Context: an optimization exercise on an open-source flow, tuned for small area, a short achievable clock period and few clock cycles per item. The choices shown serve that exercise and are no tape-out recipe. The RTL was checked by simulation tests, not by an equivalence proof against the original design. Power is estimated from default activity; no workload was simulated.

==> flow/design.v (outline; a module is shown in full before it is edited, if it fits) <==
// module multiplication_top: 1476 lines
module multiplication_top(a_in, b_in, result, clk, reset, start, ready);
  // ...
==> flow/flow/run.sh <==
#!/bin/bash
# The standard layout (standard.sh: standard synthesis, floorplan, place,
# CTS, route), except that the ports are buffered with plain sky130 buf_1
# cells instead of the delay buffers buffer_ports picks by default.
# make's full output goes to flow_make.log here; ORFS's per-step logs are
# under orfs/logs/.
set -euo pipefail
bash standard.sh "BUFFER_PORTS_ARGS=-buffer_cell sky130_fd_sc_hd__buf_1" finish > flow_make.log 2>&1
==> flow/standard.sh <==
#!/bin/bash
# synth_recipe.tcl (not shown) runs the flow's synth.tcl, then flattens the netlist and writes it again
# the make line also repeats each setting of config.mk as NAME=value (left out here)
make -C /OpenROAD-flow-scripts/flow DESIGN_CONFIG=/design/flow/config.mk WORK_HOME=/design/flow/orfs CLKGATE_MAP_FILE= SYNTH_SCRIPT=/design/flow/synth_recipe.tcl "${@:-finish}"
==> flow/config.mk <==
export PLATFORM = sky130hd
export DESIGN_NAME = multiplication_top
export DESIGN_NICKNAME = multiplication_top
export VERILOG_FILES = /design/flow/design.v
export SDC_FILE = /design/flow/constraint.sdc
export NUM_CORES = 4
export LEC_CHECK = 0
export CAP_MARGIN = 20
export CORE_MARGIN = 2
export CORE_UTILIZATION = 40
export CTS_CLUSTER_DIAMETER = 80
export CTS_CLUSTER_SIZE = 20
export SLEW_MARGIN = 20
==> flow/constraint.sdc <==
create_clock -name core_clock -period 4.0 [get_ports {clk}]
set_input_delay 0.8000 -clock core_clock [delete_from_list [all_inputs] [get_ports {clk}]]
set_output_delay 0.8000 -clock core_clock [all_outputs]
set_load 0.01 [all_outputs]
==> results.py, run 1 <==
metrics = {
    "status": {
        "status": "no timing/DRC/antenna violations",
    },
    "layout": {
        "clock_area_share_pct": 2.27,
        "multi_input_area_sq_um": 22600,
        "largest_reg_flops": 70,
        "final_common_cell": "a22oi_1",
        "drive_gt1_share_pct": 11.7,
        "layout_common_cells": "a22oi_1 (457), xnor2_1 (449), fa_1 (440)",
        "nets": 4011,
    },
    "critical_path": {
        "critPathMaxFanout": 28,
        "crit_path_frequent_cell": "fa_1",
        "crit_end": "c_q[5]",
        "r2r_slack_ns": 0.11,
        "critical_path_arrival_ns": 4.36,
        "cp_cell_sequence": "buf_4, mux2_2, buf_12, a22oi_1, xor2_1, fa_1, inv_1, fa_1, fa_1, fa_1, nor2_1",
    },
    "timing": {
        "final.setup.worst_slack_ns": 0.108,
        "finalSetupViolCount": 0,
        "skew_ns": 0.0821,
        "slew_violations": 0,
        "tightest_slew_ns": 0.967,
    },
    "flow_run": {
        "max_cap_violations": 0,
    },
    "placed_design": {
        "dpl.hpwl_um": 84700,
        "dpl_worst_slack_ns": -0.527,
    },
    "logic_synthesis": {
        "synth_xor_xnor_area_share_pct": 14.7,
        "muxShareOfSynthArea_pct": 1.43,
        "async_flop_share_pct": 0,
        "synthCells": 3043,
    },
    "floorplanning": {
        "die_h_um": 285,
        "dieWidth_um": 285,
    },
    "global_route": {
        "grtUsageMet1_pct": 36.7,
        "top_usage_layer": "met2",
    },
    "pwr": {
        "comb_power_uw": 21300,
        "switchingPower_uw": 13600,
        "p_int_uw": 15300,
        "irDropWorstVdd_mv": 0.450,
        "switching_share_pct": 47.1,
        "power_density_nw_per_um2": 780,
        "power.share.combinational_pct": 73.6,
    },
    "clocking": {
        "clock_latency_ns": 0.64,
        "postCtsHoldBufs": 0,
    },
    "worst_hold_path": {
        "worstHoldPathCells": 1,
        "hold_class": "register to register",
    },
    "route": {
        "drc": 0,
    },
}
Testbench counts, summed over its fixed seeds: cycles 9,608, items 1,600.
==> run 2: changes to the inputs <==
--- a/flow/config.mk
+++ b/flow/config.mk
@@ -10,4 +10,2 @@
 export CORE_UTILIZATION = 40
-export CTS_CLUSTER_DIAMETER = 80
-export CTS_CLUSTER_SIZE = 20
 export SLEW_MARGIN = 20
==> run 2 against run 1 <==
Still clean on timing, DRC and antenna. Cell area is 1.0% higher. Clock skew is 0.035 ns lower. Sequential power hardly changed. Wire length is 0.76% lower. Non-clock buffer count is 7 lower. Total power is 3.5% higher. First-iteration DRC count is 0.12% lower. Synthesized cell count stayed put.
==> results.py, run 2 <==
metrics = {
    "global_route": {
        "track_usage_pct": 26.5,
        "grt_pass1_vias": 25300,
        "antenna_found_initial": 10,
        "grt_pass1_wl_um": 163000,
        "overflow": 0,
        "grt_max_degree": 72,
    },
    "critical_path": {
        "cpPeakStageDelay_ns": 0.53,
        "end_kind": "register",
        "crit_type": "register to register",
        "reg2reg_depth": 12,
        "cp_cell_sequence": "buf_12, buf_4, a21oi_4, buf_12, buf_12, a22oi_1, xnor2_1, fa_1, fa_1, fa_1, fa_1, nor2_1",
        "crit_path_frequent_cell": "fa_1",
        "crit_buf_inv": 4,
        "critPathTopFamily": "adder cells",
        "crit_slowest_cell": "fa_1",
        "cp_num_cells": 12,
        "critical_path_arrival_ns": 4.32,
        "cp-start-kind": "register",
        "critPathMaxFanout": 28,
        "cp.required_ns": 4.44,
    },
    "clocking": {
        "cts.sink_count": 314,
        "root_buffer": "clkbuf_16",
        "clock_latency_ns": 0.59,
        "clkTransAtPathRegs_ns": 0.06,
        "postCtsHoldBufs": 0,
        "h-tree-depth": 2,
        "clock_path_buffers": 3,
        "numCtsBuffers": 39,
        "cts_tree": "yes",
    },
    "timing": {
        "max_freq_ghz": 0.258,
        "timing.final.crit_share_pct": 96.9,
        "finalSetupViolCount": 0,
        "tightest_slew_ns": 0.942,
        "hold_violations": 0,
        "max-slew-margin-rel_pct": 37.1,
        "rsz0062_at_grt": "yes",
        "min_period_ns": 3.88,
        "slew_violations": 0,
        "skew_ns": 0.0467,
    },
    "worst_hold_path": {
        "worstHoldPathCells": 1,
        "hold_class": "register to register",
    },
    "layout": {
        "nets": 4018,
        "top_regs": "lo_q: 70 flops, s_q: 65 flops, c_q: 64 flops",
        "top_register": "lo_q",
        "post-route-util_pct": 47.6,
        "layout_common_cells": "a22oi_1 (458), xnor2_1 (451), fa_1 (439)",
        "multi_input_area_sq_um": 22600,
        "drive_gt1_share_pct": 12.0,
        "regArea_sq_um": 7570,
        "nFillCells": 7477,
        "final_common_cell": "a22oi_1",
        "syn2layout_area_growth_pct": 18.4,
        "layout.cells.non_filler": 4432,
        "largest_reg_flops": 70,
    },
    "route": {
        "viasPerCell": 5.66,
        "postRouteAntennaNets": 0,
        "dr_total_vias": 25100,
        "drc": 0,
        "wl_um": 108000,
        "routedWlPerCell_um": 24.4,
        "detail_route.iter0.violations": 2584,
        "dr.pass1.iters": 7,
    },
    "logic_synthesis": {
        "synth_most_common_cell": "a22oi_1",
        "ys_types": 71,
        "synth_edf_count": 128,
        "synth_fp_nets": 3711,
        "syn_area_sq_um": 31600,
        "synth.area.top_cells": "fa_1 (28%), xnor2_1 (12%), edfxtp_1 (12%)",
        "synthCells": 3043,
        "yosysWarnings": 1,
        "yosysSeqAreaShare_pct": 23.9,
        "synth_top_cell_area_share_pct": 28.0,
        "ys_seq_elements": 314,
        "synth_flop_cell": "dfxtp_1",
        "synth.largest_area_cell": "fa_1",
        "netlist_top_cells_count": "a22oi_1 (459), xnor2_1 (451), fa_1 (442)",
        "synth_area_per_cell_sq_um": 10.4,
        "async_flop_share_pct": 0,
    },
    "status": {
        "status": "no timing/DRC/antenna violations",
    },
    "pwr": {
        "p_total_uw": 29900,
        "irDropWorstVdd_mv": 0.447,
        "leakagePower_uw": 0.0142,
        "power_density_nw_per_um2": 799,
    },
    "floorplanning": {
        "fp-row-count": 103,
        "dieArea_sq_um": 81300,
        "die_h_um": 285,
        "coreArea_sq_um": 78600,
        "start_util_pct": 40.2,
        "dieWidth_um": 285,
        "io_pins": 261,
    },
    "flow_run": {
        "max_cap_violations": 0,
    },
    "placed_design": {
        "placed_cells": 4355,
        "gp_congestion": 0.965,
        "portBuffers": 259,
        "dpl.hpwl_um": 84700,
    },
}
-- run 2: changes by cell type in the layout (fill, tap and decap cells not counted), moves of 2 or more --
cell,previous run,this run
a21oi_1,95,93
buf_6,0,3
buf_4,190,185
xnor2_2,2,0
xnor2_1,449,451
clkinv_1,0,4
bufinv_16,2,4
a21oi_2,3,5
clkbuf_16,28,42
buf_12,74,72
inv_4,2,4
clkinvlp_4,1,3
-- run 2: layout make-up --
| type | count | area share [%] |
|---|---|---|
| Sequential cell | 314 | 20.2 |
| Timing Repair Buffer | 519 | 10.3 |
| Inverter | 197 | 1.99 |
| Clock buffer | 48 | 2.89 |
| Antenna cell | 2 | 0.0134 |
| Multi-Input combinational cell | 2279 | 60.4 |
| Tap cell | 1050 | 3.51 |
| Clock inverter | 23 | 0.692 |
-- run 2: cell families (layout without fill, tap and decap cells) --
group,count (synthesis),in the layout,synth area share [%]
flip-flops,314,314,23.9
XOR/XNOR,530,530,14.7
adder cells (fa/ha/maj),537,537,31.8
multiplexers,41,41,1.43
AND/OR/NAND/NOR,416,416,5.89
AO/OA/AOI/OAI,754,754,16.9
buffers and inverters,450,787,5.36
other,1,3,0.0119
-- run 2: timing repair --
item / 4_1_cts / 5_1_grt
gates resized for setup: 0 / 12
buffers inserted: 0 / 4
setup endpoints to repair: 0 / 64
hold endpoints to repair: 0 / 0
-- run 2: metrics by stage --
stage	area, sq um	setup slack [ns]	hold WS (ns)	TNS [ns]
6_report	37400	0.123	0.430	0
5_1_grt	37400	-0.0132	0.442	-0.0132
3_5_place_dp	36000	-0.527	0.419	-48.23
2_1_floorplan	31900	-0.0214	0.388	-0.114
4_1_cts	37400	0.0772	0.433	0
3_3_place_gp	36000	-0.458	0.413	-43.95
-- run 2: worst paths after layout --
path | from | end | slack, ns
setup reg to reg | rdy_q | c_q[13] | 0.12
hold / removal | cnt_q[0] | cnt_q[0] | 0.43
setup / recovery | rdy_q | c_q[13] | 0.12
hold reg to reg | cnt_q[0] | cnt_q[0] | 0.43
-- run 2: routing by layer --
| metal | routed length [um] | global-route usage (%) | share of wire (%) |
|---|---|---|---|
| met2 | 48500 | 40.7 | 45 |
| met4 | 3650 | 8.65 | 3.4 |
| met5 | 83 | 0 | 0.077 |
| met1 | 45100 | 36.8 | 42 |
| met3 | 10900 | 6.41 | 10 |
-- run 2: power by group --
part / switching [uW] / total, uW / internal (uW) / leakage (uW)
clock network: 1520 / 3720 / 2210 / 0.000650
registers: 512 / 4960 / 4450 / 0.00274
logic: 11700 / 21200 / 9500 / 0.0108
==> run 3: changes to the inputs <==
--- a/flow/config.mk
+++ b/flow/config.mk
@@ -10,2 +10,5 @@
 export CORE_UTILIZATION = 40
+export CTS_CLUSTER_DIAMETER = 100
+export CTS_CLUSTER_SIZE = 30
+export PLACE_DENSITY = 0.72
 export SLEW_MARGIN = 20
==> run 3 against run 2 <==
Fmax down 0.87%. Worst setup slack got worse by 0.034 ns. Wire length decreased by 1.9%. Clock skew increased by 0.0081 ns. Sequential share of layout area up 0.35 points. Largest cell class unchanged. Highest routed layer unchanged.
==> results.py, run 3 <==
metrics = {
    "global_route": {
        "antenna_found_initial": 10,
        "track_usage_pct": 25.5,
        "grt_pass1_vias": 25700,
        "grt_pass1_wl_um": 159000,
        "overflow": 0,
        "grt_max_degree": 118,
    },
    "pwr": {
        "p_total_uw": 28400,
        "leakagePower_uw": 0.0139,
        "power_density_nw_per_um2": 771,
        "irDropWorstVdd_mv": 0.458,
    },
    "route": {
        "viasPerCell": 5.82,
        "routedWlPerCell_um": 24.2,
        "wl_um": 106000,
        "postRouteAntennaNets": 0,
        "drc": 0,
        "detail_route.iter0.violations": 2850,
        "dr.pass1.iters": 8,
        "dr_total_vias": 25500,
    },
    "timing": {
        "finalSetupViolCount": 0,
        "max-slew-margin-rel_pct": 26.8,
        "final.setup.worst_slack_ns": 0.0893,
        "tightest_slew_ns": 1.10,
        "timing.final.crit_share_pct": 97.8,
        "fin_hold_ws_ns": 0.430,
        "rsz0062_at_grt": "yes",
        "slew_violations": 0,
        "skew_ns": 0.0548,
        "max_freq_ghz": 0.256,
        "min_period_ns": 3.91,
        "hold_violations": 0,
    },
    "critical_path": {
        "cp_cell_sequence": "buf_12, nor2_1, a21oi_4, buf_12, a22oi_1, xnor2_1, fa_1, fa_1, fa_1, fa_1, nor2_1",
        "crit_path_frequent_cell": "fa_1",
        "crit_slowest_cell": "fa_1",
        "cpPeakStageDelay_ns": 0.56,
        "crit_buf_inv": 2,
        "critical_path_arrival_ns": 4.34,
        "end_kind": "register",
        "cp-start-kind": "register",
        "cp.required_ns": 4.43,
        "crit_type": "register to register",
        "critPathTopFamily": "adder cells",
        "critPathMaxFanout": 34,
    },
    "logic_synthesis": {
        "synthAdderAreaFrac_pct": 31.8,
        "synth_flop_cell": "dfxtp_1",
        "synth_area_per_cell_sq_um": 10.4,
        "yosysWarnings": 1,
        "muxShareOfSynthArea_pct": 1.43,
        "ys_seq_elements": 314,
        "synth_top_cell_area_share_pct": 28.0,
        "yosysSeqAreaShare_pct": 23.9,
        "synthCells": 3043,
        "synthSimpleGateAreaFrac_pct": 5.89,
        "synth_fp_nets": 3711,
        "netlist_top_cells_count": "a22oi_1 (459), xnor2_1 (451), fa_1 (442)",
        "ys_types": 71,
        "synth_top_family_by_area": "adder cells",
        "synth_edf_count": 128,
        "syn_area_sq_um": 31600,
        "synth_compound_area_share_pct": 16.9,
        "synth.area.top_cells": "fa_1 (28%), xnor2_1 (12%), edfxtp_1 (12%)",
        "synth_xor_xnor_area_share_pct": 14.7,
        "synth.largest_area_cell": "fa_1",
        "synth_most_common_cell": "a22oi_1",
        "async_flop_share_pct": 0,
    },
    "layout": {
        "final_common_cell": "a22oi_1",
        "top_regs": "lo_q: 70 flops, s_q: 65 flops, c_q: 64 flops",
        "post-route-util_pct": 46.8,
        "syn2layout_area_growth_pct": 16.4,
        "layout.cells.non_filler": 4393,
        "largest_reg_flops": 70,
        "layout_common_cells": "a22oi_1 (458), xnor2_1 (446), fa_1 (441)",
        "top_register": "lo_q",
        "drive_gt1_share_pct": 11.3,
        "nets": 3994,
    },
    "clocking": {
        "cts_tree": "yes",
        "h-tree-depth": 1,
        "cts.sink_count": 314,
        "clock_latency_ns": 0.59,
        "clkTransAtPathRegs_ns": 0.12,
        "clock_path_buffers": 3,
        "numCtsBuffers": 21,
        "root_buffer": "clkbuf_16",
    },
    "floorplanning": {
        "dieWidth_um": 285,
        "io_pins": 261,
        "fp-row-count": 103,
        "die_h_um": 285,
        "dieArea_sq_um": 81300,
        "start_util_pct": 40.2,
        "coreArea_sq_um": 78600,
    },
    "placed_design": {
        "portBuffers": 259,
        "placed_cells": 4350,
        "dpl.hpwl_um": 82400,
        "dpl_worst_slack_ns": -0.615,
        "gp_congestion": 0.957,
    },
    "flow_run": {
        "max_cap_violations": 0,
    },
    "worst_hold_path": {
        "hold_class": "register to register",
    },
    "status": {
        "status": "no timing/DRC/antenna violations",
    },
}
run 3: changes by cell type in the layout (fill, tap and decap cells not counted), sizes merged:
| cell | before | now |
|---|---|---|
| clkbuf | 51 | 31 |
| bufinv | 4 | 0 |
| clkinv | 12 | 5 |
| inv | 201 | 202 |
| buf | 516 | 509 |
| clkinvlp | 3 | 1 |
run 3: area by class of cell:
| cell class | instances | area (sq um) |
|---|---|---|
| timing repair buffer | 513 | 3770 |
| antenna | 2 | 5.00 |
| tap | 1050 | 1310 |
| inverter | 197 | 743 |
| sequential | 314 | 7570 |
| clock inverter | 11 | 148 |
| multi-input combinational | 2279 | 22700 |
| clock buffer | 27 | 591 |
| fill | 7268 | 41800 |
run 3: per-layer routing:
metal  up-vias  routed length, um  share of wire, %  global-route usage [%]
met1     12600              41000                39                    34.1
met5         -                100             0.094                       0
met2      1622              47600                45                    39.6
met3       285              12500                12                    6.10
li1      11000                  -                 -                       -
met4        16               5060               4.8                    10.6
run 3: final timing paths:
check                              start       end  cells after the start  slack (ns)
worst max-delay path               rdy_q   c_q[45]                     11        0.09
worst min-delay path            cnt_q[0]  cnt_q[0]                      1        0.43
worst max register to register     rdy_q   c_q[45]                     11        0.09
worst min register to register  cnt_q[0]  cnt_q[0]                      1        0.43
run 3: metrics by stage:
step,instance area [sq um],setup TNS (ns)
final,36800,0
after global routing,36800,-0.0410
after CTS,36700,0
after detailed placement,35900,-56.49
after global placement,35900,-51.09
after floorplan,31900,-0.114
run 3: repair_timing:
action                                  in CTS  in global routing
endpoints found under the setup margin       5                 46
hold buffers                                 0                  0
pin swaps                                    0                  3
buffers inserted                             0                  2
gates cloned                                 0                  1
resized for setup                            2                 13
run 3: worst reg2reg max path, delay by kind of cell, from the launching register on:
| kind | cells | cell delay [ns] |
|---|---|---|
| fa+ha+maj | 4 | 2.02 |
| buf+inv | 2 | 0.48 |
| compound gates | 2 | 0.46 |
| flops | 1 | 0.43 |
| xor+xnor | 1 | 0.20 |
| simple gates | 2 | 0.16 |
run 3: where the power goes:
| part | internal [uW] | switching, uW | leakage [uW] | total (uW) |
|---|---|---|---|---|
| sequential | 4440 | 535 | 0.00274 | 4980 |
| combinational | 9380 | 11500 | 0.0108 | 20900 |
| clock | 1120 | 1350 | 0.000354 | 2470 |
| total | 14900 | 13400 | 0.0139 | 28400 |
run 3: cell families (layout without fill, tap and decap cells):
kind of cell | Yosys count | in the layout
buffers and inverters | 450 | 748
AND/OR/NAND/NOR | 416 | 416
multiplexers | 41 | 41
adder cells (fa/ha/maj) | 537 | 537
other | 1 | 3
XOR/XNOR | 530 | 530
flip-flops | 314 | 314
AO/OA/AOI/OAI | 754 | 754
==> run 4: changes to the inputs <==
--- a/flow/config.mk
+++ b/flow/config.mk
@@ -12,3 +12,2 @@
 export CTS_CLUSTER_SIZE = 30
-export PLACE_DENSITY = 0.72
 export SLEW_MARGIN = 20
==> run 4 against run 3 <==
Die area did not move. Non-clock buffer count is 19 higher. Largest power group unchanged. Synthesized area did not move. Cell area up 0.35%. Fmax is 1.1% higher. Critical endpoint is now c_q[31]. Synthesized cell count unchanged. Via count fell by 1.6%. Clock power fell by 5%. Global-route usage rose by 0.79 points.
==> results.py, run 4 <==
metrics = {
    "timing": {
        "final.setup.worst_slack_ns": 0.131,
        "skew_ns": 0.0540,
        "finalSetupViolCount": 0,
        "max-slew-margin-rel_pct": 36.0,
        "rsz0062_at_grt": "no",
        "tightest_slew_ns": 0.960,
        "fin_hold_ws_ns": 0.439,
        "timing.final.crit_share_pct": 96.7,
        "hold_violations": 0,
        "min_period_ns": 3.87,
        "slew_violations": 0,
        "max_freq_ghz": 0.258,
        "fin_tns_setup_ns": 0,
    },
    "pwr": {
        "power.share.combinational_pct": 74.4,
        "irDropWorstVdd_mv": 0.499,
        "switching_share_pct": 47.6,
        "switchingPower_uw": 13600,
        "p_int_uw": 15000,
        "p_seq_share_pct": 17.3,
        "power_density_nw_per_um2": 774,
        "p_total_uw": 28600,
        "p_clk_share_pct": 8.2,
        "leakagePower_uw": 0.0139,
    },
    "logic_synthesis": {
        "synthAdderAreaFrac_pct": 31.8,
        "ys_seq_elements": 314,
        "synth.area.top_cells": "fa_1 (28%), xnor2_1 (12%), edfxtp_1 (12%)",
        "yosysWarnings": 1,
        "synth_edf_count": 128,
        "synth_fp_nets": 3711,
        "synth_most_common_cell": "a22oi_1",
        "muxShareOfSynthArea_pct": 1.43,
        "synth_compound_area_share_pct": 16.9,
        "yosysSeqAreaShare_pct": 23.9,
        "synth_xor_xnor_area_share_pct": 14.7,
        "netlist_top_cells_count": "a22oi_1 (459), xnor2_1 (451), fa_1 (442)",
        "synth.largest_area_cell": "fa_1",
        "async_flop_share_pct": 0,
        "synthCells": 3043,
        "synth_top_cell_area_share_pct": 28.0,
        "ys_types": 71,
        "synthSimpleGateAreaFrac_pct": 5.89,
        "synth_top_family_by_area": "adder cells",
        "synth_flop_cell": "dfxtp_1",
        "synth_area_per_cell_sq_um": 10.4,
        "syn_area_sq_um": 31600,
    },
    "clocking": {
        "clock_path_buffers": 3,
        "cts_tree": "yes",
        "cts.sink_count": 314,
        "h-tree-depth": 1,
        "root_buffer": "clkbuf_16",
        "clock_latency_ns": 0.60,
        "clkTransAtPathRegs_ns": 0.10,
        "numCtsBuffers": 20,
    },
    "placed_design": {
        "gp_congestion": 0.965,
        "dpl.hpwl_um": 84700,
        "dpl_worst_slack_ns": -0.527,
        "portBuffers": 259,
    },
    "global_route": {
        "antenna_found_initial": 10,
        "grt_pass1_wl_um": 162000,
        "overflow": 0,
        "track_usage_pct": 26.3,
        "grt_max_degree": 72,
        "grt_pass1_vias": 25100,
    },
    "flow_run": {
        "max_cap_violations": 0,
    },
    "route": {
        "wl_um": 109000,
        "viasPerCell": 5.70,
        "routedWlPerCell_um": 24.8,
        "drc": 0,
        "dr.pass1.iters": 8,
        "detail_route.iter0.violations": 2626,
        "postRouteAntennaNets": 0,
        "dr_total_vias": 25100,
    },
    "critical_path": {
        "critical_path_arrival_ns": 4.34,
        "cp.required_ns": 4.47,
        "crit_path_frequent_cell": "fa_1",
        "crit_type": "register to register",
        "cp-start-kind": "register",
        "reg2reg_depth": 12,
        "cp_cell_sequence": "buf_12, buf_4, a21oi_4, buf_12, clkbuf_16, a22oi_1, xnor2_1, fa_1, fa_1, fa_1, fa_1, nor2_1",
        "cpPeakStageDelay_ns": 0.55,
        "crit_slowest_cell": "fa_1",
        "end_kind": "register",
        "critPathMaxFanout": 27,
    },
    "layout": {
        "syn2layout_area_growth_pct": 16.8,
        "nets": 4012,
        "final_common_cell": "a22oi_1",
        "drive_gt1_share_pct": 11.6,
        "largest_reg_flops": 70,
        "top_register": "lo_q",
        "layout_common_cells": "a22oi_1 (458), xnor2_1 (450), fa_1 (441)",
        "top_regs": "lo_q: 70 flops, s_q: 65 flops, c_q: 64 flops",
    },
    "floorplanning": {
        "start_util_pct": 40.2,
        "io_pins": 261,
        "dieArea_sq_um": 81300,
        "die_h_um": 285,
        "coreArea_sq_um": 78600,
        "dieWidth_um": 285,
        "fp-row-count": 103,
    },
    "worst_hold_path": {
        "worstHoldPathCells": 1,
        "hold_class": "register to register",
    },
    "status": {
        "status": "no timing/DRC/antenna violations",
    },
}
==> run 4: cell types whose count changed in the layout (fill, tap and decap cells not counted), moves of 2 or more <==
| cell | previous run | this run |
|---|---|---|
| buf_4 | 182 | 196 |
| buf_12 | 69 | 73 |
| inv_8 | 0 | 4 |
| xnor2_1 | 446 | 450 |
| xnor2_2 | 5 | 1 |
| a21oi_1 | 95 | 93 |
| a21oi_2 | 3 | 5 |
| clkinv_8 | 3 | 1 |
| inv_12 | 1 | 3 |
| inv_16 | 2 | 0 |
| inv_6 | 3 | 1 |
==> run 4: timing repair <==
action,in CTS,in global routing
hold buffers,0,0
setup endpoints to repair,0,62
resized for setup,0,9
buffers inserted,0,14
==> run 4: routing by layer <==
layer	up-vias	track usage (%)	routed length, um
li1	11000	-	-
met1	12700	36.8	45400
met2	1281	40.8	49400
met3	172	5.52	10900
met4	14	7.97	3450
met5	-	0	83
==> run 4: critical path: cells and delay by family, from the launching register on <==
family	cells	cell delay, ns
buffers and inverters	4	0.70
flip-flops	1	0.41
adder cells (fa/ha/maj)	4	2.02
AO/OA/AOI/OAI	2	0.32
AND/OR/NAND/NOR	1	0.05
XOR/XNOR	1	0.21
==> run 4: final timing paths <==
path	startpoint	to	slack (ns)
max reg2reg	rdy_q	c_q[31]	0.13
max	rdy_q	c_q[31]	0.13
min reg2reg	cnt_q[0]	cnt_q[0]	0.44
min	cnt_q[0]	cnt_q[0]	0.44
==> run 4: cells by family after synthesis <==
| logic type | Yosys count |
|---|---|
| adders and majority gates | 537 |
| AOI/OAI and AO/OA | 754 |
| xor gates and xnor gates | 530 |
| buffers and inverters | 450 |
| muxes | 41 |
| and+or+nand+nor | 416 |
| DFF | 314 |
| other | 1 |
==> run 4: power groups by stage <==
stage / registers [uW] / clock network, uW / logic [uW]
6_report: 4950 / 2350 / 21300
5_1_grt: 5010 / 2510 / 23900
4_1_cts: 4950 / 2410 / 21300
3_5_place_dp: 5020 / 0 / 21200
3_3_place_gp: 5010 / 0 / 20900
2_1_floorplan: 4850 / 0 / 14600
==> run 4: stage by stage <==
step | instance area [sq um] | utilization (%) | cells
after detailed placement | 36000 | 45.8 | 4355
after CTS | 36700 | 46.7 | 4391
after global placement | 36000 | 45.8 | 4355
final | 36900 | 47.0 | 4410
after global routing | 36900 | 47.0 | 4408
after floorplan | 31900 | - | 3043
==> run 4: layout make-up <==
type                       instances  area (sq um)
inverter                         197           743
clock inverter                    12           165
clock buffer                      24           515
tap                             1050          1310
antenna                            2          5.00
timing repair buffer             532          4000
multi-input combinational       2279         22600
sequential                       314          7570
fill                            7517         41700
==> run 5: changes to the inputs <==
--- a/flow/config.mk
+++ b/flow/config.mk
@@ -7,2 +7,3 @@
 export LEC_CHECK = 0
+export ABC_AREA = 1
 export CAP_MARGIN = 20
==> run 5 against run 4 <==
Fmax up 0.49%. Synthesized area increased by 6.8%. Via count is 15% higher. Die area rose by 6.7%. Highest routed layer is now met4. Sequential share of layout area is 1.0 points lower. Wire length is 11% higher. Still clean. Clock power grew 11%. Worst setup slack improved by 0.019 ns. Critical path type unchanged.
==> results.py, run 5 <==
metrics = {
    "layout": {
        "layout_common_cells": "nand2_1 (706), inv_1 (558), xor2_1 (490)",
        "drive_gt1_share_pct": 8.89,
        "nets": 4927,
        "post-route-util_pct": 46.5,
        "top_regs": "lo_q: 70 flops, s_q: 65 flops, c_q: 64 flops",
        "largest_reg_flops": 70,
        "top_register": "lo_q",
        "syn2layout_area_growth_pct": 15.2,
        "final_common_cell": "nand2_1",
        "layout.cells.non_filler": 5356,
    },
    "timing": {
        "max-slew-margin-rel_pct": 34.6,
        "finalSetupViolCount": 0,
        "skew_ns": 0.0634,
        "timing.final.crit_share_pct": 96.2,
        "hold_violations": 0,
        "tightest_slew_ns": 0.974,
        "max_freq_ghz": 0.260,
        "final.setup.worst_slack_ns": 0.150,
        "fin_hold_ws_ns": 0.421,
        "min_period_ns": 3.85,
        "slew_violations": 0,
    },
    "logic_synthesis": {
        "async_flop_share_pct": 0,
        "synth_area_per_cell_sq_um": 8.63,
        "synth_most_common_cell": "nand2_1",
        "yosysWarnings": 1,
        "synth_fp_nets": 4579,
        "synth.area.top_cells": "fa_1 (26%), xor2_1 (13%), edfxtp_1 (11%)",
        "yosysSeqAreaShare_pct": 22.4,
        "synth_edf_count": 128,
        "synthCells": 3911,
        "synth.largest_area_cell": "fa_1",
        "ys_types": 46,
        "synth_flop_cell": "dfxtp_1",
        "synth_top_cell_area_share_pct": 26.2,
        "netlist_top_cells_count": "nand2_1 (706), inv_1 (559), xor2_1 (490)",
        "ys_seq_elements": 314,
        "syn_area_sq_um": 33800,
    },
    "critical_path": {
        "cp.required_ns": 4.52,
        "cpPeakStageDelay_ns": 0.52,
        "critPathMaxFanout": 22,
        "critical_path_arrival_ns": 4.37,
        "critPathTopFamily": "adder cells",
        "end_kind": "register",
        "crit_type": "register to register",
        "crit_buf_inv": 4,
        "reg2reg_depth": 11,
        "cp-start-kind": "register",
        "crit_path_frequent_cell": "fa_1",
        "cp_num_cells": 11,
        "cp_cell_sequence": "buf_4, buf_4, buf_4, o21ai_4, buf_12, xor2_1, fa_1, fa_1, fa_1, fa_1, nor2_2",
        "crit_slowest_cell": "fa_1",
    },
    "placed_design": {
        "dpl_worst_slack_ns": -0.436,
        "portBuffers": 259,
        "placed_cells": 5313,
        "gp_congestion": 0.973,
        "dpl.hpwl_um": 98100,
    },
    "global_route": {
        "met2_usage_pct": 44.9,
        "overflow": 0,
        "antenna_found_initial": 0,
        "grt_pass1_wl_um": 181000,
        "grtUsageMet1_pct": 36.7,
        "grt_pass1_vias": 29000,
        "grt_util_met3_pct": 7.41,
        "grt_max_degree": 78,
        "top_usage_layer": "met2",
        "track_usage_pct": 27.9,
    },
    "pwr": {
        "irDropWorstVdd_mv": 0.386,
        "leakagePower_uw": 0.0172,
        "power_density_nw_per_um2": 744,
    },
    "route": {
        "postRouteAntennaNets": 0,
        "drc": 0,
        "wl_um": 121000,
        "detail_route.iter0.violations": 3017,
        "dr.pass1.iters": 6,
        "dr_total_vias": 29000,
        "routedWlPerCell_um": 22.6,
        "viasPerCell": 5.41,
    },
    "worst_hold_path": {
        "hold_class": "register to register",
        "worstHoldPathCells": 1,
    },
    "clocking": {
        "numCtsBuffers": 22,
        "clock_latency_ns": 0.62,
        "h-tree-depth": 1,
        "clock_path_buffers": 3,
        "root_buffer": "clkbuf_16",
        "cts.sink_count": 314,
        "clkTransAtPathRegs_ns": 0.09,
        "cts_tree": "yes",
    },
    "floorplanning": {
        "die_h_um": 294,
        "dieArea_sq_um": 86700,
        "io_pins": 261,
        "dieWidth_um": 294,
        "coreArea_sq_um": 83600,
        "start_util_pct": 40.4,
        "fp-row-count": 106,
    },
    "status": {
        "status": "no timing/DRC/antenna violations",
    },
    "flow_run": {
        "max_cap_violations": 0,
    },
}
## run 5: worst paths after layout
path / start / to / slack (ns)
worst min register to register: cnt_q[0] / cnt_q[0] / 0.42
worst max-delay path: rdy_q / c_q[14] / 0.15
worst max register to register: rdy_q / c_q[14] / 0.15
worst min-delay path: cnt_q[0] / cnt_q[0] / 0.42
## run 5: worst register-to-register path, cell delays in order (launching register included)
cell	delay [ns]
dfxtp_4	0.39
buf_4	0.16
buf_4	0.14
buf_4	0.21
o21ai_4	0.31
buf_12	0.26
xor2_1	0.27
fa_1	0.48
fa_1	0.43
fa_1	0.52
fa_1	0.43
nor2_2	0.19
## run 5: kinds of logic (layout without fill, tap and decap cells)
family                     count (synthesis)  count (layout)  share of synthesized area [%]
other                                      1               2                         0.0111
AOI/OAI and AO/OA                        634             634                           11.8
adders and majority gates                537             537                           29.7
DFF                                      314             314                           22.4
buffers and inverters                    802            1166                           10.1
xor gates and xnor gates                 494             494                           12.8
and+or+nand+nor                         1129            1129                           13.1
## run 5: power breakdown
part / switching (uW) / internal (uW)
registers: 695 / 4470
clock network: 1430 / 1190
logic: 12200 / 8970
total: 14300 / 14600
## run 5: what timing repair did
item,CTS,global route
hold buffers,0,0
pin swaps,0,0
setup endpoints to repair,1,15
hold endpoints to repair,0,0
setup buffers,0,2
resized for setup,1,2
## run 5: final cells by class
class	instances	area, sq um
Clock buffer	24	558
Fill cell	8239	44700
Tap cell	1080	1350
Antenna cell	1	2.50
Inverter	573	2160
Multi-Input combinational cell	2795	22800
Timing Repair Buffer	553	4130
Sequential cell	314	7570
Clock inverter	16	254
## run 5: metrics by stage
step           total power, uW  instance area [sq um]  setup TNS [ns]
6_report                 28900                  38900               0
5_1_grt                  31900                  38900        -0.00468
2_1_floorplan            19500                  33800               0
3_3_place_gp             25700                  38000          -20.82
4_1_cts                  28900                  38800               0
3_5_place_dp             26200                  38000          -23.84
## run 5: per-layer routing
metal / vias up / wire (um)
met5: - / 0
li1: 13200 / -
met1: 14000 / 49000
met4: 0 / 4590
met3: 263 / 12800
met2: 1522 / 54500

## port drivers added, routing unchanged
The flow's constraints put no driver on any port. The routed layouts listed below were extracted and timed again, unchanged, in two steps. Step 1: set_driving_cell puts a clkbuf_16 on clk and a buf_2 on each other input, an assumption about the parent block. Step 2 adds t to the input delays and takes it off the output delays; t is the mean of the earliest and latest rising clock arrival at the registers after step 1. Input paths then give back, and output paths get back, about the clock's delay inside the block. Three values: ideal ports, drivers, drivers and shift; two values: the first two.
run | t, ns | slack for setup (ns) | worst setup path at the end | worst register clock-pin slew, ns
run 1 | 0.667 | 0.108 / 0.108 / -0.492 | input to register | 0.09 / 0.09
run 2 | 0.631 | 0.123 / 0.123 / -0.453 | input to register | 0.06 / 0.06
run 3 | 0.635 | 0.089 / 0.089 / -0.476 | input to register | 0.12 / 0.12
run 4 | 0.633 | 0.131 / 0.131 / -0.460 | input to register | 0.11 / 0.11
run 5 | 0.659 | 0.150 / 0.150 / -0.388 | input to register | 0.11 / 0.11
Met with ideal ports but missed after step 2: setup timing in every run listed. For run 1, which loses most, drivers alone change the setup slack by 0.000 ns; drivers and shift together by -0.600 ns.
